This is an optimization exercise on Yosys and OpenROAD, whose aim is small area and a short achievable clock period, not a production implementation.
RTL that was checked went through simulation tests only; none was proved equivalent to the original.
Only the layout flow was run in runs 2 and 3; the RTL was not checked for function there.

## flow/design.v (module list and top-level ports; edited modules follow where they fit)
// module MAF: 3021 lines
module MAF(
    input clk,
    input  [31:0] A, B, C,
    input  [1:0]  func,
    output reg [63:0] Result
    );
  // ...
==> flow/flow/run.sh <==
#!/bin/bash
# Standard ORFS layout with two changes:
#  - synthesis runs `synth -noabc` (the quick generic ABC pass inside synth is
#    skipped), so extract_fa sees the RTL's XOR/majority structure and maps
#    full adders without the inverters it otherwise puts around them;
#  - extra make variables from flow/make_args.txt (e.g. the port buffer cell).
# Each tool's output goes to its own log here and under orfs/logs.
set -euo pipefail
here=$(pwd)
sed '1s/yosys synth -nofsm -noshare/yosys synth -nofsm -noshare -noabc/' synth_recipe.tcl > my_synth.tcl
grep -q -- '-noabc' my_synth.tcl
sed "s#SYNTH_SCRIPT=[^ ]*#SYNTH_SCRIPT=$here/my_synth.tcl#" standard.sh > my_standard.sh
grep -q "SYNTH_SCRIPT=$here/my_synth.tcl" my_standard.sh
extra=()
if [[ -f flow/make_args.txt ]]; then
  while IFS= read -r line; do [[ -n "$line" ]] && extra+=("$line"); done < flow/make_args.txt
fi
bash my_standard.sh "${extra[@]}" synth > synth.log 2>&1
bash my_standard.sh "${extra[@]}" finish > layout.log 2>&1
test -f out/final.def
==> flow/flow/make_args.txt <==
BUFFER_PORTS_ARGS=-buffer_cell sky130_fd_sc_hd__buf_2
==> flow/standard.sh <==
#!/bin/bash
# synth_recipe.tcl (not shown) runs the flow's synth.tcl, then flattens the netlist and writes it again
# the make line also repeats each setting of config.mk as NAME=value (left out here)
make -C /OpenROAD-flow-scripts/flow DESIGN_CONFIG=/design/flow/config.mk WORK_HOME=/design/flow/orfs CLKGATE_MAP_FILE= SYNTH_SCRIPT=/design/flow/synth_recipe.tcl "${@:-finish}"
==> flow/config.mk <==
export PLATFORM = sky130hd
export DESIGN_NAME = MAF
export DESIGN_NICKNAME = MAF
export VERILOG_FILES = /design/flow/design.v
export SDC_FILE = /design/flow/constraint.sdc
export NUM_CORES = 4
export LEC_CHECK = 0
export CAP_MARGIN = 20
export CORE_MARGIN = 2
export CORE_UTILIZATION = 55
export SETUP_SLACK_MARGIN = 2.0
export SLEW_MARGIN = 20
==> flow/constraint.sdc <==
create_clock -name core_clock -period 10.0 [get_ports {clk}]
set_input_delay 2.0000 -clock core_clock [delete_from_list [all_inputs] [get_ports {clk}]]
set_output_delay 2.0000 -clock core_clock [all_outputs]
set_load 0.01 [all_outputs]
==> flow_metrics.env, run 1 <==
export IMPL_path_delay_family="adder cells"
export IMPL_cts_buffers=9
export IMPL_postPlaceCellArea_um2=27700
export IMPL_slew_headroom=0.394
export IMPL_final_nonclk_buf_share=0.0944
export IMPL_postCtsResizedCells=64
export IMPL_status="no timing/DRC/antenna violations"
export IMPL_seq_cell_count=64
export IMPL_track_usage=0.394
export IMPL_die_h_um=221
export IMPL_clk_pin_slew_ns=0.07
export IMPL_area_growth_pct=13.8
export IMPL_holdWs_ns=2.10
export IMPL_dp_hpwl_mm=69.8
export IMPL_antenna_found_initial=13
export IMPL_ant_nets=0
export IMPL_drt_iter0_drc=2159
export IMPL_worstHoldStart="C[0]"
export IMPL_cts_buffer_depth=2
export IMPL_top_usage_layer="met2"
export IMPL_dpl_cell_count=3238
export IMPL_drive_above_1_share=0.200
export IMPL_syn_area_um2=25900
export IMPL_synth_area_leaders="fa_1 40%, xnor2_1 18%, a22oi_1 14%, ha_1 6.0%, dfxtp_1 4.9%"
==> inputs of run 2 (changes only) <==
--- a/flow/design.v
+++ b/flow/design.v
@@ -1,14 +1,14 @@
 `timescale 1ns / 1ps
 module MAF(
     input clk,
     input  [31:0] A, B, C,
     input  [1:0]  func,
-    output reg [63:0] Result
+    output [63:0] Result
     );
     wire s1;
     wire c2;
     wire s3;
     wire c4;
     wire s5;
     wire c6;
     wire s7;
@@ -1148,337 +1148,257 @@
     wire s1141;
     wire c1142;
     wire s1143;
     wire c1144;
     wire s1145;
     wire c1146;
     wire s1147;
     wire c1148;
+    reg [63:0] r_a, r_b;
     wire pg1149;
-    wire pg1150;
-    wire pp1151;
-    wire pg1152;
-    wire pp1153;
-    wire pg1154;
-    wire pp1155;
-    wire pg1156;
-    wire pp1157;
-    wire pg1158;
-    wire pp1159;
-    wire pg1160;
-    wire pp1161;
-    wire pg1162;
-    wire pp1163;
-    wire pg1164;
-    wire pp1165;
-    wire pg1166;
-    wire pp1167;
-    wire pg1168;
-    wire pp1169;
-    wire pg1170;
-    wire pp1171;
-    wire pg1172;
-    wire pp1173;
-    wire pg1174;
-    wire pp1175;
-    wire pg1176;
-    wire pp1177;
-    wire pg1178;
-    wire pp1179;
-    wire pg1180;
-    wire pp1181;
-    wire pg1182;
-    wire pp1183;
-    wire pg1184;
-    wire pp1185;
-    wire pg1186;
-    wire pp1187;
-    wire pg1188;
-    wire pp1189;
-    wire pg1190;
-    wire pp1191;
-    wire pg1192;
-    wire pp1193;
-    wire pg1194;
-    wire pp1195;
-    wire pg1196;
-    wire pp1197;
-    wire pg1198;
-    wire pp1199;
-    wire pg1200;
-    wire pp1201;
-    wire pg1202;
-    wire pp1203;
-    wire pg1204;
-    wire pp1205;
-    wire pg1206;
-    wire pp1207;
-    wire pg1208;
-    wire pp1209;
-    wire pg1210;
-    wire pp1211;
-    wire pg1212;
+    wire pp1150;
+    wire pg1151;
+    wire pp1152;
+    wire pg1153;
+    wire pp1154;
+    wire pg1155;
+    wire pp1156;
+    wire pg1157;
+    wire pp1158;
+    wire pg1159;
+    wire pp1160;
+    wire pg1161;
+    wire pp1162;
+    wire pg1163;
+    wire pp1164;
+    wire pg1165;
+    wire pp1166;
+    wire pg1167;
+    wire pp1168;
+    wire pg1169;
+    wire pp1170;
+    wire pg1171;
+    wire pp1172;
+    wire pg1173;
+    wire pp1174;
+    wire pg1175;
+    wire pp1176;
+    wire pg1177;
+    wire pp1178;
+    wire pg1179;
+    wire pp1180;
+    wire pg1181;
+    wire pp1182;
+    wire pg1183;
+    wire pp1184;
+    wire pg1185;
+    wire pp1186;
+    wire pg1187;
+    wire pp1188;
+    wire pg1189;
+    wire pp1190;
+    wire pg1191;
+    wire pp1192;
+    wire pg1193;
+    wire pp1194;
+    wire pg1195;
+    wire pp1196;
+    wire pg1197;
+    wire pp1198;
+    wire pg1199;
+    wire pp1200;
+    wire pg1201;
+    wire pp1202;
+    wire pg1203;
+    wire pp1204;
+    wire pg1205;
+    wire pp1206;
+    wire pg1207;
+    wire pp1208;
+    wire pg1209;
+    wire pp1210;
+    wire pg1211;
+    wire pp1212;
     wire pg1213;
-    wire pg1214;
-    wire pp1215;
-    wire pg1216;
-    wire pp1217;
-    wire pg1218;
-    wire pp1219;
-    wire pg1220;
-    wire pp1221;
-    wire pg1222;
-    wire pp1223;
-    wire pg1224;
-    wire pp1225;
-    wire pg1226;
-    wire pp1227;
-    wire pg1228;
-    wire pp1229;
-    wire pg1230;
-    wire pp1231;
-    wire pg1232;
-    wire pp1233;
-    wire pg1234;
-    wire pp1235;
-    wire pg1236;
-    wire pp1237;
-    wire pg1238;
-    wire pp1239;
-    wire pg1240;
-    wire pp1241;
-    wire pg1242;
-    wire pp1243;
-    wire pg1244;
-    wire pp1245;
-    wire pg1246;
-    wire pp1247;
-    wire pg1248;
-    wire pp1249;
-    wire pg1250;
-    wire pp1251;
-    wire pg1252;
-    wire pp1253;
-    wire pg1254;
-    wire pp1255;
-    wire pg1256;
-    wire pp1257;
-    wire pg1258;
-    wire pp1259;
-    wire pg1260;
-    wire pp1261;
-    wire pg1262;
-    wire pp1263;
-    wire pg1264;
-    wire pp1265;
-    wire pg1266;
-    wire pp1267;
-    wire pg1268;
-    wire pp1269;
-    wire pg1270;
-    wire pp1271;
-    wire pg1272;
-    wire pp1273;
-    wire pg1274;
+    wire pp1214;
+    wire pg1215;
+    wire pp1216;
+    wire pg1217;
+    wire pp1218;
+    wire pg1219;
+    wire pp1220;
+    wire pg1221;
+    wire pp1222;
+    wire pg1223;
+    wire pp1224;
+    wire pg1225;
+    wire pp1226;
+    wire pg1227;
+    wire pp1228;
+    wire pg1229;
+    wire pp1230;
+    wire pg1231;
+    wire pp1232;
+    wire pg1233;
+    wire pp1234;
+    wire pg1235;
+    wire pp1236;
+    wire pg1237;
+    wire pp1238;
+    wire pg1239;
+    wire pp1240;
+    wire pg1241;
+    wire pp1242;
+    wire pg1243;
+    wire pp1244;
+    wire pg1245;
+    wire pp1246;
+    wire pg1247;
+    wire pp1248;
+    wire pg1249;
+    wire pp1250;
+    wire pg1251;
+    wire pp1252;
+    wire pg1253;
+    wire pp1254;
+    wire pg1255;
+    wire pp1256;
+    wire pg1257;
+    wire pp1258;
+    wire pg1259;
+    wire pp1260;
+    wire pg1261;
+    wire pp1262;
+    wire pg1263;
+    wire pp1264;
+    wire pg1265;
+    wire pp1266;
+    wire pg1267;
+    wire pp1268;
+    wire pg1269;
+    wire pp1270;
+    wire pg1271;
+    wire pp1272;
+    wire pg1273;
+    wire pp1274;
     wire pg1275;
-    wire pg1276;
+    wire pp1276;
     wire pg1277;
-    wire pg1278;
-    wire pp1279;
-    wire pg1280;
-    wire pp1281;
-    wire pg1282;
-    wire pp1283;
-    wire pg1284;
-    wire pp1285;
-    wire pg1286;
-    wire pp1287;
-    wire pg1288;
-    wire pp1289;
-    wire pg1290;
-    wire pp1291;
-    wire pg1292;
-    wire pp1293;
-    wire pg1294;
-    wire pp1295;
-    wire pg1296;
-    wire pp1297;
-    wire pg1298;
-    wire pp1299;
-    wire pg1300;
-    wire pp1301;
-    wire pg1302;
-    wire pp1303;
-    wire pg1304;
-    wire pp1305;
-    wire pg1306;
-    wire pp1307;
-    wire pg1308;
-    wire pp1309;
-    wire pg1310;
-    wire pp1311;
-    wire pg1312;
-    wire pp1313;
-    wire pg1314;
-    wire pp1315;
-    wire pg1316;
-    wire pp1317;
-    wire pg1318;
-    wire pp1319;
-    wire pg1320;
-    wire pp1321;
-    wire pg1322;
-    wire pp1323;
-    wire pg1324;
-    wire pp1325;
-    wire pg1326;
-    wire pp1327;
-    wire pg1328;
-    wire pp1329;
-    wire pg1330;
-    wire pp1331;
-    wire pg1332;
-    wire pp1333;
-    wire pg1334;
+    wire pp1278;
+    wire pg1279;
+    wire pp1280;
+    wire pg1281;
+    wire pp1282;
+    wire pg1283;
+    wire pp1284;
+    wire pg1285;
+    wire pp1286;
+    wire pg1287;
+    wire pp1288;
+    wire pg1289;
+    wire pp1290;
+    wire pg1291;
+    wire pp1292;
+    wire pg1293;
+    wire pp1294;
+    wire pg1295;
+    wire pp1296;
+    wire pg1297;
+    wire pp1298;
+    wire pg1299;
+    wire pp1300;
+    wire pg1301;
+    wire pp1302;
+    wire pg1303;
+    wire pp1304;
+    wire pg1305;
+    wire pp1306;
+    wire pg1307;
+    wire pp1308;
+    wire pg1309;
+    wire pp1310;
+    wire pg1311;
+    wire pp1312;
+    wire pg1313;
+    wire pp1314;
+    wire pg1315;
+    wire pp1316;
+    wire pg1317;
+    wire pp1318;
+    wire pg1319;
+    wire pp1320;
+    wire pg1321;
+    wire pp1322;
+    wire pg1323;
+    wire pp1324;
+    wire pg1325;
+    wire pp1326;
+    wire pg1327;
+    wire pp1328;
+    wire pg1329;
+    wire pp1330;
+    wire pg1331;
+    wire pp1332;
+    wire pg1333;
+    wire pp1334;
     wire pg1335;
-    wire pg1336;
+    wire pp1336;
     wire pg1337;
-    wire pg1338;
+    wire pp1338;
     wire pg1339;
-    wire pg1340;
+    wire pp1340;
     wire pg1341;
-    wire pg1342;
-    wire pp1343;
-    wire pg1344;
-    wire pp1345;
-    wire pg1346;
-    wire pp1347;
-    wire pg1348;
-    wire pp1349;
-    wire pg1350;
-    wire pp1351;
-    wire pg1352;
-    wire pp1353;
-    wire pg1354;
-    wire pp1355;
-    wire pg1356;
-    wire pp1357;
-    wire pg1358;
-    wire pp1359;
-    wire pg1360;
-    wire pp1361;
-    wire pg1362;
-    wire pp1363;
-    wire pg1364;
-    wire pp1365;
-    wire pg1366;
-    wire pp1367;
-    wire pg1368;
-    wire pp1369;
-    wire pg1370;
-    wire pp1371;
-    wire pg1372;
-    wire pp1373;
-    wire pg1374;
-    wire pp1375;
-    wire pg1376;
-    wire pp1377;
-    wire pg1378;
-    wire pp1379;
-    wire pg1380;
-    wire pp1381;
-    wire pg1382;
-    wire pp1383;
-    wire pg1384;
-    wire pp1385;
-    wire pg1386;
-    wire pp1387;
-    wire pg1388;
-    wire pp1389;
-    wire pg1390;
-    wire pg1391;
-    wire pg1392;
-    wire pg1393;
-    wire pg1394;
-    wire pg1395;
-    wire pg1396;
-    wire pg1397;
-    wire pg1398;
-    wire pg1399;
-    wire pg1400;
-    wire pg1401;
-    wire pg1402;
-    wire pg1403;
-    wire pg1404;
-    wire pg1405;
-    wire pg1406;
-    wire pp1407;
-    wire pg1408;
-    wire pp1409;
-    wire pg1410;
-    wire pp1411;
-    wire pg1412;
-    wire pp1413;
-    wire pg1414;
-    wire pp1415;
-    wire pg1416;
-    wire pp1417;
-    wire pg1418;
-    wire pp1419;
-    wire pg1420;
-    wire pp1421;
-    wire pg1422;
-    wire pp1423;
-    wire pg1424;
-    wire pp1425;
-    wire pg1426;
-    wire pp1427;
-    wire pg1428;
-    wire pp1429;
-    wire pg1430;
-    wire pp1431;
-    wire pg1432;
-    wire pp1433;
-    wire pg1434;
-    wire pp1435;
-    wire pg1436;
-    wire pp1437;
-    wire pg1438;
-    wire pg1439;
-    wire pg1440;
-    wire pg1441;
-    wire pg1442;
-    wire pg1443;
-    wire pg1444;
-    wire pg1445;
-    wire pg1446;
-    wire pg1447;
-    wire pg1448;
-    wire pg1449;
-    wire pg1450;
-    wire pg1451;
-    wire pg1452;
-    wire pg1453;
-    wire pg1454;
-    wire pg1455;
-    wire pg1456;
-    wire pg1457;
-    wire pg1458;
-    wire pg1459;
-    wire pg1460;
-    wire pg1461;
-    wire pg1462;
-    wire pg1463;
-    wire pg1464;
-    wire pg1465;
-    wire pg1466;
-    wire pg1467;
-    wire pg1468;
-    wire pg1469;
+    wire pp1342;
+    wire pg1343;
+    wire pp1344;
+    wire pg1345;
+    wire pp1346;
+    wire pg1347;
+    wire pp1348;
+    wire pg1349;
+    wire pp1350;
+    wire pg1351;
+    wire pp1352;
+    wire pg1353;
+    wire pp1354;
+    wire pg1355;
+    wire pp1356;
+    wire pg1357;
+    wire pp1358;
+    wire pg1359;
+    wire pp1360;
+    wire pg1361;
+    wire pp1362;
+    wire pg1363;
+    wire pp1364;
+    wire pg1365;
+    wire pp1366;
+    wire pg1367;
+    wire pp1368;
+    wire pg1369;
+    wire pp1370;
+    wire pg1371;
+    wire pp1372;
+    wire pg1373;
+    wire pp1374;
+    wire pg1375;
+    wire pp1376;
+    wire pg1377;
+    wire pp1378;
+    wire pg1379;
+    wire pp1380;
+    wire pg1381;
+    wire pp1382;
+    wire pg1383;
+    wire pp1384;
+    wire pg1385;
+    wire pp1386;
+    wire pg1387;
+    wire pp1388;
     wire f0 = func[0];
     wire addc = func[0] ^ func[1];
     wire [31:0] be = {B[31:1] & {31{~f0}}, B[0] | f0};
     wire [31:0] ce = C & {32{addc}};
     wire [34:0] bx = {2'b00, be, 1'b0};
     wire one0 = bx[1] ^ bx[0];
     wire two0 = (bx[2] & ~bx[1] & ~bx[0]) | (~bx[2] & bx[1] & bx[0]);
     wire neg0 = bx[2];
@@ -2688,335 +2608,254 @@
     assign s1143 = c894 ^ s1015 ^ c1014;
     assign c1144 = (c894 & s1015) | (c894 & c1014) | (s1015 & c1014);
     assign s1145 = s1017 ^ pp15[32] ^ c1016;
     assign c1146 = (s1017 & pp15[32]) | (s1017 & c1016) | (pp15[32] & c1016);
     assign s1147 = ~neg15 ^ s1019 ^ c1018;
     assign c1148 = (~neg15 & s1019) | (~neg15 & c1018) | (s1019 & c1018);
     wire [63:0] ra = {c1146, c1144, c1142, c1140, c1138, c1136, c1134, c1132, c1130, c1128, c1126, c1124, c1122, c1120, c1118, c1116, c1114, c1112, c1110, c1108, c1106, c1104, c1102, c1100, c1098, c1096, c1094, c1092, c1090, c1088, c1086, c1084, c1082, c1080, c1078, c1076, c1074, c1072, c1070, c1068, c1066, c1064, c1062, c1060, c1058, c1056, c1054, c1052, c1050, c1048, c1046, c1044, c1042, c1040, c1038, c1036, c1034, c1032, c1030, c1028, c1026, c1024, c1022, s1021};
     wire [63:0] rb = {s1147, s1145, s1143, s1141, s1139, s1137, s1135, s1133, s1131, s1129, s1127, s1125, s1123, s1121, s1119, s1117, s1115, s1113, s1111, s1109, s1107, s1105, s1103, s1101, s1099, s1097, s1095, s1093, s1091, s1089, s1087, s1085, s1083, s1081, s1079, s1077, s1075, s1073, s1071, s1069, s1067, s1065, s1063, s1061, s1059, s1057, s1055, s1053, s1051, s1049, s1047, s1045, s1043, s1041, s1039, s1037, s1035, s1033, s1031, s1029, s1027, s1025, s1023, pp0[0]};
-    wire [63:0] fa_g = ra[63:0] & rb[63:0];
-    wire [63:0] fa_p = ra[63:0] ^ rb[63:0];
-    assign pg1149 = fa_g[1] | (fa_p[1] & fa_g[0]);
-    assign pg1150 = fa_g[3] | (fa_p[3] & fa_g[2]);
-    assign pp1151 = fa_p[3] & fa_p[2];
-    assign pg1152 = fa_g[5] | (fa_p[5] & fa_g[4]);
-    assign pp1153 = fa_p[5] & fa_p[4];
-    assign pg1154 = fa_g[7] | (fa_p[7] & fa_g[6]);
-    assign pp1155 = fa_p[7] & fa_p[6];
-    assign pg1156 = fa_g[9] | (fa_p[9] & fa_g[8]);
-    assign pp1157 = fa_p[9] & fa_p[8];
-    assign pg1158 = fa_g[11] | (fa_p[11] & fa_g[10]);
-    assign pp1159 = fa_p[11] & fa_p[10];
-    assign pg1160 = fa_g[13] | (fa_p[13] & fa_g[12]);
-    assign pp1161 = fa_p[13] & fa_p[12];
-    assign pg1162 = fa_g[15] | (fa_p[15] & fa_g[14]);
-    assign pp1163 = fa_p[15] & fa_p[14];
-    assign pg1164 = fa_g[17] | (fa_p[17] & fa_g[16]);
-    assign pp1165 = fa_p[17] & fa_p[16];
-    assign pg1166 = fa_g[19] | (fa_p[19] & fa_g[18]);
-    assign pp1167 = fa_p[19] & fa_p[18];
-    assign pg1168 = fa_g[21] | (fa_p[21] & fa_g[20]);
-    assign pp1169 = fa_p[21] & fa_p[20];
-    assign pg1170 = fa_g[23] | (fa_p[23] & fa_g[22]);
-    assign pp1171 = fa_p[23] & fa_p[22];
-    assign pg1172 = fa_g[25] | (fa_p[25] & fa_g[24]);
-    assign pp1173 = fa_p[25] & fa_p[24];
-    assign pg1174 = fa_g[27] | (fa_p[27] & fa_g[26]);
-    assign pp1175 = fa_p[27] & fa_p[26];
-    assign pg1176 = fa_g[29] | (fa_p[29] & fa_g[28]);
-    assign pp1177 = fa_p[29] & fa_p[28];
-    assign pg1178 = fa_g[31] | (fa_p[31] & fa_g[30]);
-    assign pp1179 = fa_p[31] & fa_p[30];
-    assign pg1180 = fa_g[33] | (fa_p[33] & fa_g[32]);
-    assign pp1181 = fa_p[33] & fa_p[32];
-    assign pg1182 = fa_g[35] | (fa_p[35] & fa_g[34]);
-    assign pp1183 = fa_p[35] & fa_p[34];
-    assign pg1184 = fa_g[37] | (fa_p[37] & fa_g[36]);
-    assign pp1185 = fa_p[37] & fa_p[36];
-    assign pg1186 = fa_g[39] | (fa_p[39] & fa_g[38]);
-    assign pp1187 = fa_p[39] & fa_p[38];
-    assign pg1188 = fa_g[41] | (fa_p[41] & fa_g[40]);
-    assign pp1189 = fa_p[41] & fa_p[40];
-    assign pg1190 = fa_g[43] | (fa_p[43] & fa_g[42]);
-    assign pp1191 = fa_p[43] & fa_p[42];
-    assign pg1192 = fa_g[45] | (fa_p[45] & fa_g[44]);
-    assign pp1193 = fa_p[45] & fa_p[44];
-    assign pg1194 = fa_g[47] | (fa_p[47] & fa_g[46]);
-    assign pp1195 = fa_p[47] & fa_p[46];
-    assign pg1196 = fa_g[49] | (fa_p[49] & fa_g[48]);
-    assign pp1197 = fa_p[49] & fa_p[48];
-    assign pg1198 = fa_g[51] | (fa_p[51] & fa_g[50]);
-    assign pp1199 = fa_p[51] & fa_p[50];
-    assign pg1200 = fa_g[53] | (fa_p[53] & fa_g[52]);
-    assign pp1201 = fa_p[53] & fa_p[52];
-    assign pg1202 = fa_g[55] | (fa_p[55] & fa_g[54]);
-    assign pp1203 = fa_p[55] & fa_p[54];
-    assign pg1204 = fa_g[57] | (fa_p[57] & fa_g[56]);
-    assign pp1205 = fa_p[57] & fa_p[56];
-    assign pg1206 = fa_g[59] | (fa_p[59] & fa_g[58]);
-    assign pp1207 = fa_p[59] & fa_p[58];
-    assign pg1208 = fa_g[61] | (fa_p[61] & fa_g[60]);
-    assign pp1209 = fa_p[61] & fa_p[60];
-    assign pg1210 = fa_g[63] | (fa_p[63] & fa_g[62]);
-    assign pp1211 = fa_p[63] & fa_p[62];
-    assign pg1212 = fa_g[2] | (fa_p[2] & pg1149);
-    assign pg1213 = pg1150 | (pp1151 & pg1149);
-    assign pg1214 = fa_g[6] | (fa_p[6] & pg1152);
-    assign pp1215 = fa_p[6] & pp1153;
-    assign pg1216 = pg1154 | (pp1155 & pg1152);
-    assign pp1217 = pp1155 & pp1153;
-    assign pg1218 = fa_g[10] | (fa_p[10] & pg1156);
-    assign pp1219 = fa_p[10] & pp1157;
-    assign pg1220 = pg1158 | (pp1159 & pg1156);
-    assign pp1221 = pp1159 & pp1157;
-    assign pg1222 = fa_g[14] | (fa_p[14] & pg1160);
-    assign pp1223 = fa_p[14] & pp1161;
-    assign pg1224 = pg1162 | (pp1163 & pg1160);
-    assign pp1225 = pp1163 & pp1161;
-    assign pg1226 = fa_g[18] | (fa_p[18] & pg1164);
-    assign pp1227 = fa_p[18] & pp1165;
-    assign pg1228 = pg1166 | (pp1167 & pg1164);
-    assign pp1229 = pp1167 & pp1165;
-    assign pg1230 = fa_g[22] | (fa_p[22] & pg1168);
-    assign pp1231 = fa_p[22] & pp1169;
-    assign pg1232 = pg1170 | (pp1171 & pg1168);
-    assign pp1233 = pp1171 & pp1169;
-    assign pg1234 = fa_g[26] | (fa_p[26] & pg1172);
-    assign pp1235 = fa_p[26] & pp1173;
-    assign pg1236 = pg1174 | (pp1175 & pg1172);
-    assign pp1237 = pp1175 & pp1173;
-    assign pg1238 = fa_g[30] | (fa_p[30] & pg1176);
-    assign pp1239 = fa_p[30] & pp1177;
-    assign pg1240 = pg1178 | (pp1179 & pg1176);
-    assign pp1241 = pp1179 & pp1177;
-    assign pg1242 = fa_g[34] | (fa_p[34] & pg1180);
-    assign pp1243 = fa_p[34] & pp1181;
-    assign pg1244 = pg1182 | (pp1183 & pg1180);
-    assign pp1245 = pp1183 & pp1181;
-    assign pg1246 = fa_g[38] | (fa_p[38] & pg1184);
-    assign pp1247 = fa_p[38] & pp1185;
-    assign pg1248 = pg1186 | (pp1187 & pg1184);
-    assign pp1249 = pp1187 & pp1185;
-    assign pg1250 = fa_g[42] | (fa_p[42] & pg1188);
-    assign pp1251 = fa_p[42] & pp1189;
-    assign pg1252 = pg1190 | (pp1191 & pg1188);
-    assign pp1253 = pp1191 & pp1189;
-    assign pg1254 = fa_g[46] | (fa_p[46] & pg1192);
-    assign pp1255 = fa_p[46] & pp1193;
-    assign pg1256 = pg1194 | (pp1195 & pg1192);
-    assign pp1257 = pp1195 & pp1193;
-    assign pg1258 = fa_g[50] | (fa_p[50] & pg1196);
-    assign pp1259 = fa_p[50] & pp1197;
-    assign pg1260 = pg1198 | (pp1199 & pg1196);
-    assign pp1261 = pp1199 & pp1197;
-    assign pg1262 = fa_g[54] | (fa_p[54] & pg1200);
-    assign pp1263 = fa_p[54] & pp1201;
-    assign pg1264 = pg1202 | (pp1203 & pg1200);
-    assign pp1265 = pp1203 & pp1201;
-    assign pg1266 = fa_g[58] | (fa_p[58] & pg1204);
-    assign pp1267 = fa_p[58] & pp1205;
-    assign pg1268 = pg1206 | (pp1207 & pg1204);
-    assign pp1269 = pp1207 & pp1205;
-    assign pg1270 = fa_g[62] | (fa_p[62] & pg1208);
-    assign pp1271 = fa_p[62] & pp1209;
-    assign pg1272 = pg1210 | (pp1211 & pg1208);
-    assign pp1273 = pp1211 & pp1209;
-    assign pg1274 = fa_g[4] | (fa_p[4] & pg1213);
-    assign pg1275 = pg1152 | (pp1153 & pg1213);
-    assign pg1276 = pg1214 | (pp1215 & pg1213);
-    assign pg1277 = pg1216 | (pp1217 & pg1213);
-    assign pg1278 = fa_g[12] | (fa_p[12] & pg1220);
-    assign pp1279 = fa_p[12] & pp1221;
-    assign pg1280 = pg1160 | (pp1161 & pg1220);
-    assign pp1281 = pp1161 & pp1221;
-    assign pg1282 = pg1222 | (pp1223 & pg1220);
-    assign pp1283 = pp1223 & pp1221;
-    assign pg1284 = pg1224 | (pp1225 & pg1220);
-    assign pp1285 = pp1225 & pp1221;
-    assign pg1286 = fa_g[20] | (fa_p[20] & pg1228);
-    assign pp1287 = fa_p[20] & pp1229;
-    assign pg1288 = pg1168 | (pp1169 & pg1228);
-    assign pp1289 = pp1169 & pp1229;
-    assign pg1290 = pg1230 | (pp1231 & pg1228);
-    assign pp1291 = pp1231 & pp1229;
-    assign pg1292 = pg1232 | (pp1233 & pg1228);
-    assign pp1293 = pp1233 & pp1229;
-    assign pg1294 = fa_g[28] | (fa_p[28] & pg1236);
-    assign pp1295 = fa_p[28] & pp1237;
-    assign pg1296 = pg1176 | (pp1177 & pg1236);
-    assign pp1297 = pp1177 & pp1237;
-    assign pg1298 = pg1238 | (pp1239 & pg1236);
-    assign pp1299 = pp1239 & pp1237;
-    assign pg1300 = pg1240 | (pp1241 & pg1236);
-    assign pp1301 = pp1241 & pp1237;
-    assign pg1302 = fa_g[36] | (fa_p[36] & pg1244);
-    assign pp1303 = fa_p[36] & pp1245;
-    assign pg1304 = pg1184 | (pp1185 & pg1244);
-    assign pp1305 = pp1185 & pp1245;
-    assign pg1306 = pg1246 | (pp1247 & pg1244);
-    assign pp1307 = pp1247 & pp1245;
-    assign pg1308 = pg1248 | (pp1249 & pg1244);
-    assign pp1309 = pp1249 & pp1245;
-    assign pg1310 = fa_g[44] | (fa_p[44] & pg1252);
-    assign pp1311 = fa_p[44] & pp1253;
-    assign pg1312 = pg1192 | (pp1193 & pg1252);
-    assign pp1313 = pp1193 & pp1253;
-    assign pg1314 = pg1254 | (pp1255 & pg1252);
-    assign pp1315 = pp1255 & pp1253;
-    assign pg1316 = pg1256 | (pp1257 & pg1252);
-    assign pp1317 = pp1257 & pp1253;
-    assign pg1318 = fa_g[52] | (fa_p[52] & pg1260);
-    assign pp1319 = fa_p[52] & pp1261;
-    assign pg1320 = pg1200 | (pp1201 & pg1260);
-    assign pp1321 = pp1201 & pp1261;
-    assign pg1322 = pg1262 | (pp1263 & pg1260);
-    assign pp1323 = pp1263 & pp1261;
-    assign pg1324 = pg1264 | (pp1265 & pg1260);
-    assign pp1325 = pp1265 & pp1261;
-    assign pg1326 = fa_g[60] | (fa_p[60] & pg1268);
-    assign pp1327 = fa_p[60] & pp1269;
-    assign pg1328 = pg1208 | (pp1209 & pg1268);
-    assign pp1329 = pp1209 & pp1269;
-    assign pg1330 = pg1270 | (pp1271 & pg1268);
-    assign pp1331 = pp1271 & pp1269;
-    assign pg1332 = pg1272 | (pp1273 & pg1268);
-    assign pp1333 = pp1273 & pp1269;
-    assign pg1334 = fa_g[8] | (fa_p[8] & pg1277);
-    assign pg1335 = pg1156 | (pp1157 & pg1277);
-    assign pg1336 = pg1218 | (pp1219 & pg1277);
-    assign pg1337 = pg1220 | (pp1221 & pg1277);
-    assign pg1338 = pg1278 | (pp1279 & pg1277);
-    assign pg1339 = pg1280 | (pp1281 & pg1277);
-    assign pg1340 = pg1282 | (pp1283 & pg1277);
-    assign pg1341 = pg1284 | (pp1285 & pg1277);
-    assign pg1342 = fa_g[24] | (fa_p[24] & pg1292);
-    assign pp1343 = fa_p[24] & pp1293;
-    assign pg1344 = pg1172 | (pp1173 & pg1292);
-    assign pp1345 = pp1173 & pp1293;
-    assign pg1346 = pg1234 | (pp1235 & pg1292);
-    assign pp1347 = pp1235 & pp1293;
-    assign pg1348 = pg1236 | (pp1237 & pg1292);
-    assign pp1349 = pp1237 & pp1293;
-    assign pg1350 = pg1294 | (pp1295 & pg1292);
-    assign pp1351 = pp1295 & pp1293;
-    assign pg1352 = pg1296 | (pp1297 & pg1292);
-    assign pp1353 = pp1297 & pp1293;
-    assign pg1354 = pg1298 | (pp1299 & pg1292);
-    assign pp1355 = pp1299 & pp1293;
-    assign pg1356 = pg1300 | (pp1301 & pg1292);
-    assign pp1357 = pp1301 & pp1293;
-    assign pg1358 = fa_g[40] | (fa_p[40] & pg1308);
-    assign pp1359 = fa_p[40] & pp1309;
-    assign pg1360 = pg1188 | (pp1189 & pg1308);
-    assign pp1361 = pp1189 & pp1309;
-    assign pg1362 = pg1250 | (pp1251 & pg1308);
-    assign pp1363 = pp1251 & pp1309;
-    assign pg1364 = pg1252 | (pp1253 & pg1308);
-    assign pp1365 = pp1253 & pp1309;
-    assign pg1366 = pg1310 | (pp1311 & pg1308);
-    assign pp1367 = pp1311 & pp1309;
-    assign pg1368 = pg1312 | (pp1313 & pg1308);
-    assign pp1369 = pp1313 & pp1309;
-    assign pg1370 = pg1314 | (pp1315 & pg1308);
-    assign pp1371 = pp1315 & pp1309;
-    assign pg1372 = pg1316 | (pp1317 & pg1308);
-    assign pp1373 = pp1317 & pp1309;
-    assign pg1374 = fa_g[56] | (fa_p[56] & pg1324);
-    assign pp1375 = fa_p[56] & pp1325;
-    assign pg1376 = pg1204 | (pp1205 & pg1324);
-    assign pp1377 = pp1205 & pp1325;
-    assign pg1378 = pg1266 | (pp1267 & pg1324);
-    assign pp1379 = pp1267 & pp1325;
-    assign pg1380 = pg1268 | (pp1269 & pg1324);
-    assign pp1381 = pp1269 & pp1325;
-    assign pg1382 = pg1326 | (pp1327 & pg1324);
-    assign pp1383 = pp1327 & pp1325;
-    assign pg1384 = pg1328 | (pp1329 & pg1324);
-    assign pp1385 = pp1329 & pp1325;
-    assign pg1386 = pg1330 | (pp1331 & pg1324);
-    assign pp1387 = pp1331 & pp1325;
-    assign pg1388 = pg1332 | (pp1333 & pg1324);
-    assign pp1389 = pp1333 & pp1325;
-    assign pg1390 = fa_g[16] | (fa_p[16] & pg1341);
-    assign pg1391 = pg1164 | (pp1165 & pg1341);
-    assign pg1392 = pg1226 | (pp1227 & pg1341);
-    assign pg1393 = pg1228 | (pp1229 & pg1341);
-    assign pg1394 = pg1286 | (pp1287 & pg1341);
-    assign pg1395 = pg1288 | (pp1289 & pg1341);
-    assign pg1396 = pg1290 | (pp1291 & pg1341);
-    assign pg1397 = pg1292 | (pp1293 & pg1341);
-    assign pg1398 = pg1342 | (pp1343 & pg1341);
-    assign pg1399 = pg1344 | (pp1345 & pg1341);
-    assign pg1400 = pg1346 | (pp1347 & pg1341);
-    assign pg1401 = pg1348 | (pp1349 & pg1341);
-    assign pg1402 = pg1350 | (pp1351 & pg1341);
-    assign pg1403 = pg1352 | (pp1353 & pg1341);
-    assign pg1404 = pg1354 | (pp1355 & pg1341);
-    assign pg1405 = pg1356 | (pp1357 & pg1341);
-    assign pg1406 = fa_g[48] | (fa_p[48] & pg1372);
-    assign pp1407 = fa_p[48] & pp1373;
-    assign pg1408 = pg1196 | (pp1197 & pg1372);
-    assign pp1409 = pp1197 & pp1373;
-    assign pg1410 = pg1258 | (pp1259 & pg1372);
-    assign pp1411 = pp1259 & pp1373;
-    assign pg1412 = pg1260 | (pp1261 & pg1372);
-    assign pp1413 = pp1261 & pp1373;
-    assign pg1414 = pg1318 | (pp1319 & pg1372);
-    assign pp1415 = pp1319 & pp1373;
-    assign pg1416 = pg1320 | (pp1321 & pg1372);
-    assign pp1417 = pp1321 & pp1373;
-    assign pg1418 = pg1322 | (pp1323 & pg1372);
-    assign pp1419 = pp1323 & pp1373;
-    assign pg1420 = pg1324 | (pp1325 & pg1372);
-    assign pp1421 = pp1325 & pp1373;
-    assign pg1422 = pg1374 | (pp1375 & pg1372);
-    assign pp1423 = pp1375 & pp1373;
-    assign pg1424 = pg1376 | (pp1377 & pg1372);
-    assign pp1425 = pp1377 & pp1373;
-    assign pg1426 = pg1378 | (pp1379 & pg1372);
-    assign pp1427 = pp1379 & pp1373;
-    assign pg1428 = pg1380 | (pp1381 & pg1372);
-    assign pp1429 = pp1381 & pp1373;
-    assign pg1430 = pg1382 | (pp1383 & pg1372);
-    assign pp1431 = pp1383 & pp1373;
-    assign pg1432 = pg1384 | (pp1385 & pg1372);
-    assign pp1433 = pp1385 & pp1373;
-    assign pg1434 = pg1386 | (pp1387 & pg1372);
-    assign pp1435 = pp1387 & pp1373;
-    assign pg1436 = pg1388 | (pp1389 & pg1372);
-    assign pp1437 = pp1389 & pp1373;
-    assign pg1438 = fa_g[32] | (fa_p[32] & pg1405);
-    assign pg1439 = pg1180 | (pp1181 & pg1405);
-    assign pg1440 = pg1242 | (pp1243 & pg1405);
-    assign pg1441 = pg1244 | (pp1245 & pg1405);
-    assign pg1442 = pg1302 | (pp1303 & pg1405);
-    assign pg1443 = pg1304 | (pp1305 & pg1405);
-    assign pg1444 = pg1306 | (pp1307 & pg1405);
-    assign pg1445 = pg1308 | (pp1309 & pg1405);
-    assign pg1446 = pg1358 | (pp1359 & pg1405);
-    assign pg1447 = pg1360 | (pp1361 & pg1405);
-    assign pg1448 = pg1362 | (pp1363 & pg1405);
-    assign pg1449 = pg1364 | (pp1365 & pg1405);
-    assign pg1450 = pg1366 | (pp1367 & pg1405);
-    assign pg1451 = pg1368 | (pp1369 & pg1405);
-    assign pg1452 = pg1370 | (pp1371 & pg1405);
-    assign pg1453 = pg1372 | (pp1373 & pg1405);
-    assign pg1454 = pg1406 | (pp1407 & pg1405);
-    assign pg1455 = pg1408 | (pp1409 & pg1405);
-    assign pg1456 = pg1410 | (pp1411 & pg1405);
-    assign pg1457 = pg1412 | (pp1413 & pg1405);
-    assign pg1458 = pg1414 | (pp1415 & pg1405);
-    assign pg1459 = pg1416 | (pp1417 & pg1405);
-    assign pg1460 = pg1418 | (pp1419 & pg1405);
-    assign pg1461 = pg1420 | (pp1421 & pg1405);
-    assign pg1462 = pg1422 | (pp1423 & pg1405);
-    assign pg1463 = pg1424 | (pp1425 & pg1405);
-    assign pg1464 = pg1426 | (pp1427 & pg1405);
-    assign pg1465 = pg1428 | (pp1429 & pg1405);
-    assign pg1466 = pg1430 | (pp1431 & pg1405);
-    assign pg1467 = pg1432 | (pp1433 & pg1405);
-    assign pg1468 = pg1434 | (pp1435 & pg1405);
-    assign pg1469 = pg1436 | (pp1437 & pg1405);
-    wire [63:0] fa_sum = fa_p ^ {pg1468, pg1467, pg1466, pg1465, pg1464, pg1463, pg1462, pg1461, pg1460, pg1459, pg1458, pg1457, pg1456, pg1455, pg1454, pg1453, pg1452, pg1451, pg1450, pg1449, pg1448, pg1447, pg1446, pg1445, pg1444, pg1443, pg1442, pg1441, pg1440, pg1439, pg1438, pg1405, pg1404, pg1403, pg1402, pg1401, pg1400, pg1399, pg1398, pg1397, pg1396, pg1395, pg1394, pg1393, pg1392, pg1391, pg1390, pg1341, pg1340, pg1339, pg1338, pg1337, pg1336, pg1335, pg1334, pg1277, pg1276, pg1275, pg1274, pg1213, pg1212, pg1149, fa_g[0], 1'b0};
-    wire [63:0] sum = fa_sum;
-    always @(posedge clk) Result <= sum;
+    always @(posedge clk) begin r_a <= ra[63:0]; r_b <= rb[63:0]; end
+    wire [63:0] hi_g = r_a[63:0] & r_b[63:0];
+    wire [63:0] hi_p = r_a[63:0] ^ r_b[63:0];
+    assign pg1149 = hi_g[1] | (hi_p[1] & hi_g[0]);
+    assign pp1150 = hi_p[1] & hi_p[0];
+    assign pg1151 = hi_g[3] | (hi_p[3] & hi_g[2]);
+    assign pp1152 = hi_p[3] & hi_p[2];
+    assign pg1153 = hi_g[5] | (hi_p[5] & hi_g[4]);
+    assign pp1154 = hi_p[5] & hi_p[4];
+    assign pg1155 = hi_g[7] | (hi_p[7] & hi_g[6]);
+    assign pp1156 = hi_p[7] & hi_p[6];
+    assign pg1157 = hi_g[9] | (hi_p[9] & hi_g[8]);
+    assign pp1158 = hi_p[9] & hi_p[8];
+    assign pg1159 = hi_g[11] | (hi_p[11] & hi_g[10]);
+    assign pp1160 = hi_p[11] & hi_p[10];
+    assign pg1161 = hi_g[13] | (hi_p[13] & hi_g[12]);
+    assign pp1162 = hi_p[13] & hi_p[12];
+    assign pg1163 = hi_g[15] | (hi_p[15] & hi_g[14]);
+    assign pp1164 = hi_p[15] & hi_p[14];
+    assign pg1165 = hi_g[17] | (hi_p[17] & hi_g[16]);
+    assign pp1166 = hi_p[17] & hi_p[16];
+    assign pg1167 = hi_g[19] | (hi_p[19] & hi_g[18]);
+    assign pp1168 = hi_p[19] & hi_p[18];
+    assign pg1169 = hi_g[21] | (hi_p[21] & hi_g[20]);
+    assign pp1170 = hi_p[21] & hi_p[20];
+    assign pg1171 = hi_g[23] | (hi_p[23] & hi_g[22]);
+    assign pp1172 = hi_p[23] & hi_p[22];
+    assign pg1173 = hi_g[25] | (hi_p[25] & hi_g[24]);
+    assign pp1174 = hi_p[25] & hi_p[24];
+    assign pg1175 = hi_g[27] | (hi_p[27] & hi_g[26]);
+    assign pp1176 = hi_p[27] & hi_p[26];
+    assign pg1177 = hi_g[29] | (hi_p[29] & hi_g[28]);
+    assign pp1178 = hi_p[29] & hi_p[28];
+    assign pg1179 = hi_g[31] | (hi_p[31] & hi_g[30]);
+    assign pp1180 = hi_p[31] & hi_p[30];
+    assign pg1181 = hi_g[33] | (hi_p[33] & hi_g[32]);
+    assign pp1182 = hi_p[33] & hi_p[32];
+    assign pg1183 = hi_g[35] | (hi_p[35] & hi_g[34]);
+    assign pp1184 = hi_p[35] & hi_p[34];
+    assign pg1185 = hi_g[37] | (hi_p[37] & hi_g[36]);
+    assign pp1186 = hi_p[37] & hi_p[36];
+    assign pg1187 = hi_g[39] | (hi_p[39] & hi_g[38]);
+    assign pp1188 = hi_p[39] & hi_p[38];
+    assign pg1189 = hi_g[41] | (hi_p[41] & hi_g[40]);
+    assign pp1190 = hi_p[41] & hi_p[40];
+    assign pg1191 = hi_g[43] | (hi_p[43] & hi_g[42]);
+    assign pp1192 = hi_p[43] & hi_p[42];
+    assign pg1193 = hi_g[45] | (hi_p[45] & hi_g[44]);
+    assign pp1194 = hi_p[45] & hi_p[44];
+    assign pg1195 = hi_g[47] | (hi_p[47] & hi_g[46]);
+    assign pp1196 = hi_p[47] & hi_p[46];
+    assign pg1197 = hi_g[49] | (hi_p[49] & hi_g[48]);
+    assign pp1198 = hi_p[49] & hi_p[48];
+    assign pg1199 = hi_g[51] | (hi_p[51] & hi_g[50]);
+    assign pp1200 = hi_p[51] & hi_p[50];
+    assign pg1201 = hi_g[53] | (hi_p[53] & hi_g[52]);
+    assign pp1202 = hi_p[53] & hi_p[52];
+    assign pg1203 = hi_g[55] | (hi_p[55] & hi_g[54]);
+    assign pp1204 = hi_p[55] & hi_p[54];
+    assign pg1205 = hi_g[57] | (hi_p[57] & hi_g[56]);
+    assign pp1206 = hi_p[57] & hi_p[56];
+    assign pg1207 = hi_g[59] | (hi_p[59] & hi_g[58]);
+    assign pp1208 = hi_p[59] & hi_p[58];
+    assign pg1209 = hi_g[61] | (hi_p[61] & hi_g[60]);
+    assign pp1210 = hi_p[61] & hi_p[60];
+    assign pg1211 = hi_g[63] | (hi_p[63] & hi_g[62]);
+    assign pp1212 = hi_p[63] & hi_p[62];
+    assign pg1213 = pg1151 | (pp1152 & pg1149);
+    assign pp1214 = pp1152 & pp1150;
+    assign pg1215 = pg1155 | (pp1156 & pg1153);
+    assign pp1216 = pp1156 & pp1154;
+    assign pg1217 = pg1159 | (pp1160 & pg1157);
+    assign pp1218 = pp1160 & pp1158;
+    assign pg1219 = pg1163 | (pp1164 & pg1161);
+    assign pp1220 = pp1164 & pp1162;
+    assign pg1221 = pg1167 | (pp1168 & pg1165);
+    assign pp1222 = pp1168 & pp1166;
+    assign pg1223 = pg1171 | (pp1172 & pg1169);
+    assign pp1224 = pp1172 & pp1170;
+    assign pg1225 = pg1175 | (pp1176 & pg1173);
+    assign pp1226 = pp1176 & pp1174;
+    assign pg1227 = pg1179 | (pp1180 & pg1177);
+    assign pp1228 = pp1180 & pp1178;
+    assign pg1229 = pg1183 | (pp1184 & pg1181);
+    assign pp1230 = pp1184 & pp1182;
+    assign pg1231 = pg1187 | (pp1188 & pg1185);
+    assign pp1232 = pp1188 & pp1186;
+    assign pg1233 = pg1191 | (pp1192 & pg1189);
+    assign pp1234 = pp1192 & pp1190;
+    assign pg1235 = pg1195 | (pp1196 & pg1193);
+    assign pp1236 = pp1196 & pp1194;
+    assign pg1237 = pg1199 | (pp1200 & pg1197);
+    assign pp1238 = pp1200 & pp1198;
+    assign pg1239 = pg1203 | (pp1204 & pg1201);
+    assign pp1240 = pp1204 & pp1202;
+    assign pg1241 = pg1207 | (pp1208 & pg1205);
+    assign pp1242 = pp1208 & pp1206;
+    assign pg1243 = pg1211 | (pp1212 & pg1209);
+    assign pp1244 = pp1212 & pp1210;
+    assign pg1245 = pg1215 | (pp1216 & pg1213);
+    assign pp1246 = pp1216 & pp1214;
+    assign pg1247 = pg1219 | (pp1220 & pg1217);
+    assign pp1248 = pp1220 & pp1218;
+    assign pg1249 = pg1223 | (pp1224 & pg1221);
+    assign pp1250 = pp1224 & pp1222;
+    assign pg1251 = pg1227 | (pp1228 & pg1225);
+    assign pp1252 = pp1228 & pp1226;
+    assign pg1253 = pg1231 | (pp1232 & pg1229);
+    assign pp1254 = pp1232 & pp1230;
+    assign pg1255 = pg1235 | (pp1236 & pg1233);
+    assign pp1256 = pp1236 & pp1234;
+    assign pg1257 = pg1239 | (pp1240 & pg1237);
+    assign pp1258 = pp1240 & pp1238;
+    assign pg1259 = pg1243 | (pp1244 & pg1241);
+    assign pp1260 = pp1244 & pp1242;
+    assign pg1261 = pg1247 | (pp1248 & pg1245);
+    assign pp1262 = pp1248 & pp1246;
+    assign pg1263 = pg1251 | (pp1252 & pg1249);
+    assign pp1264 = pp1252 & pp1250;
+    assign pg1265 = pg1255 | (pp1256 & pg1253);
+    assign pp1266 = pp1256 & pp1254;
+    assign pg1267 = pg1259 | (pp1260 & pg1257);
+    assign pp1268 = pp1260 & pp1258;
+    assign pg1269 = pg1263 | (pp1264 & pg1261);
+    assign pp1270 = pp1264 & pp1262;
+    assign pg1271 = pg1267 | (pp1268 & pg1265);
+    assign pp1272 = pp1268 & pp1266;
+    assign pg1273 = pg1271 | (pp1272 & pg1269);
+    assign pp1274 = pp1272 & pp1270;
+    assign pg1275 = pg1265 | (pp1266 & pg1269);
+    assign pp1276 = pp1266 & pp1270;
+    assign pg1277 = pg1249 | (pp1250 & pg1261);
+    assign pp1278 = pp1250 & pp1262;
+    assign pg1279 = pg1253 | (pp1254 & pg1269);
+    assign pp1280 = pp1254 & pp1270;
+    assign pg1281 = pg1257 | (pp1258 & pg1275);
+    assign pp1282 = pp1258 & pp1276;
+    assign pg1283 = pg1217 | (pp1218 & pg1245);
+    assign pp1284 = pp1218 & pp1246;
+    assign pg1285 = pg1221 | (pp1222 & pg1261);
+    assign pp1286 = pp1222 & pp1262;
+    assign pg1287 = pg1225 | (pp1226 & pg1277);
+    assign pp1288 = pp1226 & pp1278;
+    assign pg1289 = pg1229 | (pp1230 & pg1269);
+    assign pp1290 = pp1230 & pp1270;
+    assign pg1291 = pg1233 | (pp1234 & pg1279);
+    assign pp1292 = pp1234 & pp1280;
+    assign pg1293 = pg1237 | (pp1238 & pg1275);
+    assign pp1294 = pp1238 & pp1276;
+    assign pg1295 = pg1241 | (pp1242 & pg1281);
+    assign pp1296 = pp1242 & pp1282;
+    assign pg1297 = pg1153 | (pp1154 & pg1213);
+    assign pp1298 = pp1154 & pp1214;
+    assign pg1299 = pg1157 | (pp1158 & pg1245);
+    assign pp1300 = pp1158 & pp1246;
+    assign pg1301 = pg1161 | (pp1162 & pg1283);
+    assign pp1302 = pp1162 & pp1284;
+    assign pg1303 = pg1165 | (pp1166 & pg1261);
+    assign pp1304 = pp1166 & pp1262;
+    assign pg1305 = pg1169 | (pp1170 & pg1285);
+    assign pp1306 = pp1170 & pp1286;
+    assign pg1307 = pg1173 | (pp1174 & pg1277);
+    assign pp1308 = pp1174 & pp1278;
+    assign pg1309 = pg1177 | (pp1178 & pg1287);
+    assign pp1310 = pp1178 & pp1288;
+    assign pg1311 = pg1181 | (pp1182 & pg1269);
+    assign pp1312 = pp1182 & pp1270;
+    assign pg1313 = pg1185 | (pp1186 & pg1289);
+    assign pp1314 = pp1186 & pp1290;
+    assign pg1315 = pg1189 | (pp1190 & pg1279);
+    assign pp1316 = pp1190 & pp1280;
+    assign pg1317 = pg1193 | (pp1194 & pg1291);
+    assign pp1318 = pp1194 & pp1292;
+    assign pg1319 = pg1197 | (pp1198 & pg1275);
+    assign pp1320 = pp1198 & pp1276;
+    assign pg1321 = pg1201 | (pp1202 & pg1293);
+    assign pp1322 = pp1202 & pp1294;
+    assign pg1323 = pg1205 | (pp1206 & pg1281);
+    assign pp1324 = pp1206 & pp1282;
+    assign pg1325 = pg1209 | (pp1210 & pg1295);
+    assign pp1326 = pp1210 & pp1296;
+    assign pg1327 = hi_g[2] | (hi_p[2] & pg1149);
+    assign pp1328 = hi_p[2] & pp1150;
+    assign pg1329 = hi_g[4] | (hi_p[4] & pg1213);
+    assign pp1330 = hi_p[4] & pp1214;
+    assign pg1331 = hi_g[6] | (hi_p[6] & pg1297);
+    assign pp1332 = hi_p[6] & pp1298;
+    assign pg1333 = hi_g[8] | (hi_p[8] & pg1245);
+    assign pp1334 = hi_p[8] & pp1246;
+    assign pg1335 = hi_g[10] | (hi_p[10] & pg1299);
+    assign pp1336 = hi_p[10] & pp1300;
+    assign pg1337 = hi_g[12] | (hi_p[12] & pg1283);
+    assign pp1338 = hi_p[12] & pp1284;
+    assign pg1339 = hi_g[14] | (hi_p[14] & pg1301);
+    assign pp1340 = hi_p[14] & pp1302;
+    assign pg1341 = hi_g[16] | (hi_p[16] & pg1261);
+    assign pp1342 = hi_p[16] & pp1262;
+    assign pg1343 = hi_g[18] | (hi_p[18] & pg1303);
+    assign pp1344 = hi_p[18] & pp1304;
+    assign pg1345 = hi_g[20] | (hi_p[20] & pg1285);
+    assign pp1346 = hi_p[20] & pp1286;
+    assign pg1347 = hi_g[22] | (hi_p[22] & pg1305);
+    assign pp1348 = hi_p[22] & pp1306;
+    assign pg1349 = hi_g[24] | (hi_p[24] & pg1277);
+    assign pp1350 = hi_p[24] & pp1278;
+    assign pg1351 = hi_g[26] | (hi_p[26] & pg1307);
+    assign pp1352 = hi_p[26] & pp1308;
+    assign pg1353 = hi_g[28] | (hi_p[28] & pg1287);
+    assign pp1354 = hi_p[28] & pp1288;
+    assign pg1355 = hi_g[30] | (hi_p[30] & pg1309);
+    assign pp1356 = hi_p[30] & pp1310;
+    assign pg1357 = hi_g[32] | (hi_p[32] & pg1269);
+    assign pp1358 = hi_p[32] & pp1270;
+    assign pg1359 = hi_g[34] | (hi_p[34] & pg1311);
+    assign pp1360 = hi_p[34] & pp1312;
+    assign pg1361 = hi_g[36] | (hi_p[36] & pg1289);
+    assign pp1362 = hi_p[36] & pp1290;
+    assign pg1363 = hi_g[38] | (hi_p[38] & pg1313);
+    assign pp1364 = hi_p[38] & pp1314;
+    assign pg1365 = hi_g[40] | (hi_p[40] & pg1279);
+    assign pp1366 = hi_p[40] & pp1280;
+    assign pg1367 = hi_g[42] | (hi_p[42] & pg1315);
+    assign pp1368 = hi_p[42] & pp1316;
+    assign pg1369 = hi_g[44] | (hi_p[44] & pg1291);
+    assign pp1370 = hi_p[44] & pp1292;
+    assign pg1371 = hi_g[46] | (hi_p[46] & pg1317);
+    assign pp1372 = hi_p[46] & pp1318;
+    assign pg1373 = hi_g[48] | (hi_p[48] & pg1275);
+    assign pp1374 = hi_p[48] & pp1276;
+    assign pg1375 = hi_g[50] | (hi_p[50] & pg1319);
+    assign pp1376 = hi_p[50] & pp1320;
+    assign pg1377 = hi_g[52] | (hi_p[52] & pg1293);
+    assign pp1378 = hi_p[52] & pp1294;
+    assign pg1379 = hi_g[54] | (hi_p[54] & pg1321);
+    assign pp1380 = hi_p[54] & pp1322;
+    assign pg1381 = hi_g[56] | (hi_p[56] & pg1281);
+    assign pp1382 = hi_p[56] & pp1282;
+    assign pg1383 = hi_g[58] | (hi_p[58] & pg1323);
+    assign pp1384 = hi_p[58] & pp1324;
+    assign pg1385 = hi_g[60] | (hi_p[60] & pg1295);
+    assign pp1386 = hi_p[60] & pp1296;
+    assign pg1387 = hi_g[62] | (hi_p[62] & pg1325);
+    assign pp1388 = hi_p[62] & pp1326;
+    wire [63:0] hi_sum = hi_p ^ {pg1387, pg1325, pg1385, pg1295, pg1383, pg1323, pg1381, pg1281, pg1379, pg1321, pg1377, pg1293, pg1375, pg1319, pg1373, pg1275, pg1371, pg1317, pg1369, pg1291, pg1367, pg1315, pg1365, pg1279, pg1363, pg1313, pg1361, pg1289, pg1359, pg1311, pg1357, pg1269, pg1355, pg1309, pg1353, pg1287, pg1351, pg1307, pg1349, pg1277, pg1347, pg1305, pg1345, pg1285, pg1343, pg1303, pg1341, pg1261, pg1339, pg1301, pg1337, pg1283, pg1335, pg1299, pg1333, pg1245, pg1331, pg1297, pg1329, pg1213, pg1327, pg1149, hi_g[0], 1'b0};
+    assign Result = hi_sum;
 endmodule
==> flow/flow/make_args.txt (replaced) <==
BUFFER_PORTS_ARGS=-buffer_cell sky130_fd_sc_hd__buf_4
==> flow/config.mk (replaced) <==
export PLATFORM = sky130hd
export DESIGN_NAME = MAF
export DESIGN_NICKNAME = MAF
export VERILOG_FILES = /design/flow/design.v
export SDC_FILE = /design/flow/constraint.sdc
export NUM_CORES = 4
export LEC_CHECK = 0
export CAP_MARGIN = 20
export CORE_MARGIN = 2
export CORE_UTILIZATION = 40
export SETUP_SLACK_MARGIN = 3.5
export SLEW_MARGIN = 20
==> run 2 against run 1 <==
  * Final cell count is 2.5% higher
  * Non-clock buffer count shrank 163
  * Critical path depth decreased by 9
  * Global-route usage decreased by 11 points
  * Via count decreased by 0.96%
  * Critical endpoint is now Result[63]
==> flow_metrics.env, run 2 <==
export IMPL_cp_depth=15
export IMPL_drt_total_wl_mm=99.1
export IMPL_die_h_um=265
export IMPL_cts_tree="yes"
export IMPL_largestRegisters="r_a x64, r_b x64"
export IMPL_rsz0062_at_grt="true"
export IMPL_diodes=0
export IMPL_synth_cells=2619
export IMPL_yosysSeqAreaShare=0.0940
export IMPL_critical_path_buf_inv_count=1
export IMPL_synth_distinct_cells=56
export IMPL_fin_util=0.441
export IMPL_tns_ns=0
export IMPL_use_met2=0.466
export IMPL_min_path_cells=3
export IMPL_ctsHtreeMaxLevel=4
export IMPL_ant_nets=0
export IMPL_routedWlPerCell_um=28.9
export IMPL_drv_cap=0
export IMPL_tightest_slew_ns=1.13
export IMPL_drt_pass1_iter_count=7
export IMPL_synth_top_area_cell="fa_1"
export IMPL_grt_max_degree=46
export IMPL_ff_latch_area_um2=2560
export IMPL_row_count=95
export IMPL_use_met3=0.0655
export IMPL_crit_type="reg2out"
export IMPL_track_usage=0.286
export IMPL_overflow=0
export IMPL_grt_pass1_vias=23770
export IMPL_worstSetupStartpointType="register"
export IMPL_multi_input_area_um2=23600
export IMPL_ys_ff_latch=128
export IMPL_vias_per_cell=6.38
export IMPL_final_cell_area_um2=29700
export IMPL_fmax_ghz=0.155
export IMPL_grt_pass1_wl_mm=149
export IMPL_synth_most_common_cell="fa_1"
export IMPL_synth_area_leaders="fa_1 40%, xnor2_1 16%, a22oi_1 13%, dfxtp_1 9.4%, ha_1 5.7%"
export IMPL_synthFlopType="dfxtp_1"
export IMPL_area_growth_pct=8.91
export IMPL_slew_headroom=0.244
export IMPL_cts_root_buf="clkbuf_16"
export IMPL_netlist_area_leader_share=0.397
export IMPL_dp_hpwl_mm=65.4
export IMPL_top_usage_layer="met2"
export IMPL_hold_buffers=0
export IMPL_layout_cells_most_common_list="540 x fa_1, 508 x xnor2_1, 465 x a22oi_1, 214 x buf_4, 128 x dfxtp_1"
export IMPL_slowest_delay_ns=0.42
export IMPL_initial_core_util=0.405
export IMPL_cts_sinks=128
export IMPL_gp_congestion=0.878
export IMPL_final_common_cell="fa_1"
export IMPL_core_um2=67300
export IMPL_end_kind="primary output"
export IMPL_syn_area_um2=27300
export IMPL_path_delay_family="compound AO/OA/AOI/OAI gates"
export IMPL_holdCritPathClass="in2reg"
export IMPL_holdWs_ns=1.88
export IMPL_status="no timing/DRC/antenna violations"
export IMPL_hold_viol_final=0
export IMPL_drive_above_1_share=0.122
export IMPL_io_buffers=162
export IMPL_crit_top_cell="a211oi_4"
export IMPL_final_nets=3311
export IMPL_setup_viol=0
export IMPL_cp_data_arrival_time_ns=4.45
export IMPL_clk_pin_slew_ns=0.07
export IMPL_syn_area_per_cell_um2=10.4
export IMPL_report_final_slew_viol_count=0
export IMPL_postPlaceCellArea_um2=29000
export IMPL_globalRouteMet1Util=0.352
export IMPL_die_area_um2=70200
export IMPL_synthTopCellsByCount="541 x fa_1, 509 x xnor2_1, 465 x a22oi_1"
export IMPL_drc_errors=0
export IMPL_synth_edff_count=0
export IMPL_critPathMaxFanout=3
export IMPL_period_share=0.645
export IMPL_post_route_min_period_ns=6.45
export IMPL_crit_chain="ha_1 -> fa_2 -> a211oi_4 -> o311a_1 -> or4_4 -> a211oi_4 -> or3_4 -> nor2b_4 -> o21a_4 -> a31o_4 -> a31o_1 -> fa_1 -> xnor2_2 -> xnor2_1 -> buf_4"
export IMPL_cts_buffers=17
export IMPL_antenna_found_initial=2
export IMPL_synthArstFlopShare=0
export IMPL_crit_slowest_cell="or3_4"
export IMPL_vias=21895
export IMPL_die_x_um=265
export IMPL_cts_buffer_depth=2
export IMPL_fill_cells=6382
export IMPL_synth_nets=3383
export IMPL_cp_data_required_time_ns=8.00
export IMPL_ys_warn_count=1
export IMPL_drt_iter0_drc=2753
export IMPL_ios=163
run 2: cell types whose count changed in the layout (fill, tap and decap cells not counted), moves of 19 or more:
cell	before	now
nand2_1	63	82
a32o_1	0	31
dfxtp_1	64	128
inv_1	96	61
buf_4	184	214
a21oi_1	102	52
fa_1	484	540
buf_2	158	0
o22a_1	32	0
fa_2	31	1
run 2: worst paths after layout:
| path | from | to | slack [ns] |
|---|---|---|---|
| max | r_a[0]$_DFF_P_ | Result[63] | 3.55 |
| min | C[1] | r_a[2]$_DFF_P_ | 1.88 |
run 2: tightest hold or removal path, delay by kind of cell:
family | cells | cell delay, ns
fa+ha+maj | 1 | 0.14
buf+inv | 1 | 0.07
simple gates | 1 | 0.14
run 2: stage by stage:
stage          setup slack (ns)  std cells
3_5_place_dp               3.03       3397
4_1_cts                    3.52       3430
6_report                   3.55       3433
3_3_place_gp               3.07       3397
2_1_floorplan              3.68       2619
5_1_grt                    3.40       3433
run 2: cell type report:
class                      instances  area share
clock buffer                      22      0.0160
multi-input combinational       2123       0.795
tap                              873      0.0368
sequential                       128      0.0863
inverter                          62     0.00784
clock inverter                    10     0.00371
timing repair buffer             215      0.0545
run 2: metal layers:
| layer | part of all wire | vias to the layer above |
|---|---|---|
| met1 | 0.37 | 11336 |
| met4 | 0.054 | 2 |
| met2 | 0.48 | 1501 |
| li1 | - | 8709 |
| met3 | 0.097 | 347 |
| met5 | 0.00013 | - |
run 2: cells by family after synthesis:
family / synth area share
buffers and inverters: 0.0508
muxes: 0.00698
xor gates and xnor gates: 0.175
and+or+nand+nor: 0.0519
DFF: 0.0940
adders and majority gates: 0.454
AOI/OAI and AO/OA: 0.167
run 2: timing repair:
| action | CTS | global route |
|---|---|---|
| pin swaps | 4 | 2 |
| setup buffers | 1 | 3 |
| resized for setup | 8 | 4 |
| setup endpoints to repair | 16 | 18 |
| endpoints found under the hold margin | 0 | 0 |
==> inputs of run 3 (changes only) <==
--- a/flow/config.mk
+++ b/flow/config.mk
@@ -7,2 +7,3 @@
 export LEC_CHECK = 0
+export ABC_AREA = 1
 export CAP_MARGIN = 20
==> run 3 against run 2 <==
  * Die area grew 3.5%
  * Maximum frequency grew 0.17%
  * Highest routed layer unchanged
  * Critical path type is now in2reg
  * Wire length increased by 3.3%
  * Core utilization shrank 0.12 points
  * Still clean
  * Critical path depth shrank 1
  * Clock-buffer cell count fell by 1
==> flow_metrics.env, run 3 <==
export IMPL_holdCritPathClass="in2reg"
export IMPL_synth_most_common_cell="xor2_1"
export IMPL_drive_above_1_share=0.224
export IMPL_synth_top_family_by_area="adder cells"
export IMPL_die_h_um=270
export IMPL_track_usage=0.285
export IMPL_dpl_cell_count=3546
export IMPL_setup_viol=0
export IMPL_yosys_area_share_adder=0.439
export IMPL_antenna_found_initial=2
export IMPL_critPathMaxFanout=32
export IMPL_fill_cells=6643
export IMPL_cts_root_buf="clkbuf_16"
export IMPL_core_um2=69900
export IMPL_cp_data_required_time_ns=10.38
export IMPL_end_kind="register"
export IMPL_report_final_slew_viol_count=0
export IMPL_fmax_ghz=0.155
export IMPL_ys_ff_latch=128
export IMPL_cp_data_arrival_time_ns=6.82
export IMPL_worstSetupStartpointType="input port"
export IMPL_grt_pass1_wl_mm=155
export IMPL_drt_pass1_iter_count=5
export IMPL_synth_simple_area_share=0.0458
export IMPL_die_area_um2=72700
export IMPL_synth_edff_count=0
export IMPL_synth_area_leaders="fa_1 38%, xor2_1 17%, o22ai_2 9.6%, dfxtp_1 9.1%, o22ai_1 6.2%"
export IMPL_synth_mux_area_frac=0
export IMPL_vias=22090
export IMPL_overflow=0
export IMPL_final_nets=3406
export IMPL_status="no timing/DRC/antenna violations"
export IMPL_worstHoldStart="C[0]"
export IMPL_min_path_cells=4
export IMPL_dp_hpwl_mm=68.7
export IMPL_yosysSeqAreaShare=0.0908
export IMPL_hold_viol_final=0
export IMPL_drv_cap=0
export IMPL_area_growth_pct=9.01
export IMPL_row_count=97
export IMPL_layout_cells_most_common_list="558 x xor2_1, 541 x fa_1, 280 x o22ai_1, 228 x buf_4, 216 x o22ai_2"
export IMPL_cts_sinks=128
export IMPL_syn_area_um2=28200
export IMPL_ant_nets=0
export IMPL_ys_warn_count=1
export IMPL_cts_tree="yes"
export IMPL_final_common_cell="xor2_1"
export IMPL_ctsHtreeMaxLevel=4
export IMPL_hold_buffers=0
export IMPL_slew_headroom=0.272
export IMPL_min_to="r_a[0]$_DFF_P_"
export IMPL_io_buffers=162
export IMPL_synth_distinct_cells=43
export IMPL_largestRegisters="r_a x64, r_b x64"
export IMPL_drt_iter0_drc=2342
export IMPL_synthFlopType="dfxtp_1"
export IMPL_synth_compound_area_frac=0.181
export IMPL_gp_congestion=0.936
export IMPL_synth_nets=3393
export IMPL_vias_per_cell=6.14
export IMPL_grt_max_degree=37
export IMPL_netlist_area_leader_share=0.384
export IMPL_initial_core_util=0.404
export IMPL_drt_total_wl_mm=102
export IMPL_drc_errors=0
export IMPL_cts_buffer_depth=2
export IMPL_tightest_slew_ns=1.09
export IMPL_synth_cells=2629
export IMPL_synth_xor_area_share=0.174
export IMPL_synthArstFlopShare=0
run 3: cell count changes in the layout (fill, tap and decap cells not counted), sizes merged, moves of 22 or more:
cell / change
xor2: +522
xnor2: -506
o22ai: +495
a22oi: -465
inv: +122
and2: -57
nor2: +48
nand2: +37
a21oi: -34
a32o: -31
nor2b: -31
buf: +26
nand2b: -22
run 3: kinds of logic after synthesis:
logic type,after synthesis
DFF,128
xor gates and xnor gates,561
AOI/OAI and AO/OA,567
adders and majority gates,665
buffers and inverters,438
and+or+nand+nor,270
run 3: worst max path at each step:
stage,cells after the start,endpoint,slack (ns),start
6_report,14,r_b[37]$_DFF_P_,3.56,func[0]
3_5_place_dp,14,r_b[28]$_DFF_P_,2.41,func[0]
5_1_grt,15,r_b[38]$_DFF_P_,3.50,func[0]
4_1_cts,12,r_b[43]$_DFF_P_,3.50,func[0]
3_3_place_gp,14,r_b[35]$_DFF_P_,2.41,func[0]
2_1_floorplan,16,r_b[34]$_DFF_P_,3.72,func[0]
run 3: metrics by stage:
step	utilization	setup WS (ns)	hold WS, ns	area [µm²]
after floorplan	-	3.72	2.22	28200
final	0.440	3.56	1.86	30800
after global routing	0.440	3.50	1.90	30800
after CTS	0.438	3.50	1.84	30600
after detailed placement	0.428	2.41	2.38	29900
after global placement	0.428	2.41	2.36	29900
run 3: routing by layer:
| metal | part of all wire | GRT usage | vias up |
|---|---|---|---|
| met2 | 0.46 | 0.447 | 1610 |
| met4 | 0.068 | 0.186 | 2 |
| li1 | - | - | 8821 |
| met5 | 0.00079 | 0.00592 | - |
| met3 | 0.11 | 0.0825 | 436 |
| met1 | 0.36 | 0.341 | 11221 |
run 3: worst max-delay path: stages:
cell	delay (ns)
buf_12	0.17
nor2_4	0.13
buf_4	0.57
inv_2	0.24
o21ai_2	0.25
inv_4	0.25
o22ai_1	0.26
xor2_1	0.20
ha_1	0.30
fa_1	0.57
fa_1	0.46
fa_1	0.40
fa_1	0.53
fa_1	0.40
run 3: cell type report:
class	count	area (µm²)	area share
sequential	128	2560	0.0833
clock inverter	11	81.3	0.00264
inverter	186	728	0.0237
timing repair buffer	243	1950	0.0633
tap	940	1180	0.0382
clock buffer	21	460	0.0150
antenna	1	2.50	0.0000814
multi-input combinational	2066	23800	0.774
run 3: what timing repair did:
item,CTS,global route
buffers inserted,7,7
resized for setup,17,19
gates cloned,2,1
setup endpoints to repair,69,35
pin swaps,5,3

[static timing again, ports no longer ideal]
The results above use ideal ports. As a check the final layouts listed here were re-extracted and re-timed, cells and wires unchanged.
Step 1 assumes that a clkbuf_16 drives the clock port and a buf_2 every other input.
Step 2 also shifts input and output timing later by t, the mid clock arrival at the registers, as if the neighbouring blocks saw the same clock.
a / b / c = no drivers / after step 1 / after step 2; a / b = the first two.
run | t (ns) | setup slack, ns | worst register clock-pin slew, ns
run 1 | 0.448 | 1.581 / 1.601 / 1.153 | 0.07 / 0.07
run 2 | 0.570 | 3.551 / 3.482 / 3.194 | 0.07 / 0.07
run 3 | 0.577 | 3.561 / 3.585 / 3.008 | 0.07 / 0.07
After both steps setup and hold are still met in every run listed. For run 3, which loses most, drivers alone change the setup slack by +0.024 ns; drivers and shift together by -0.553 ns.
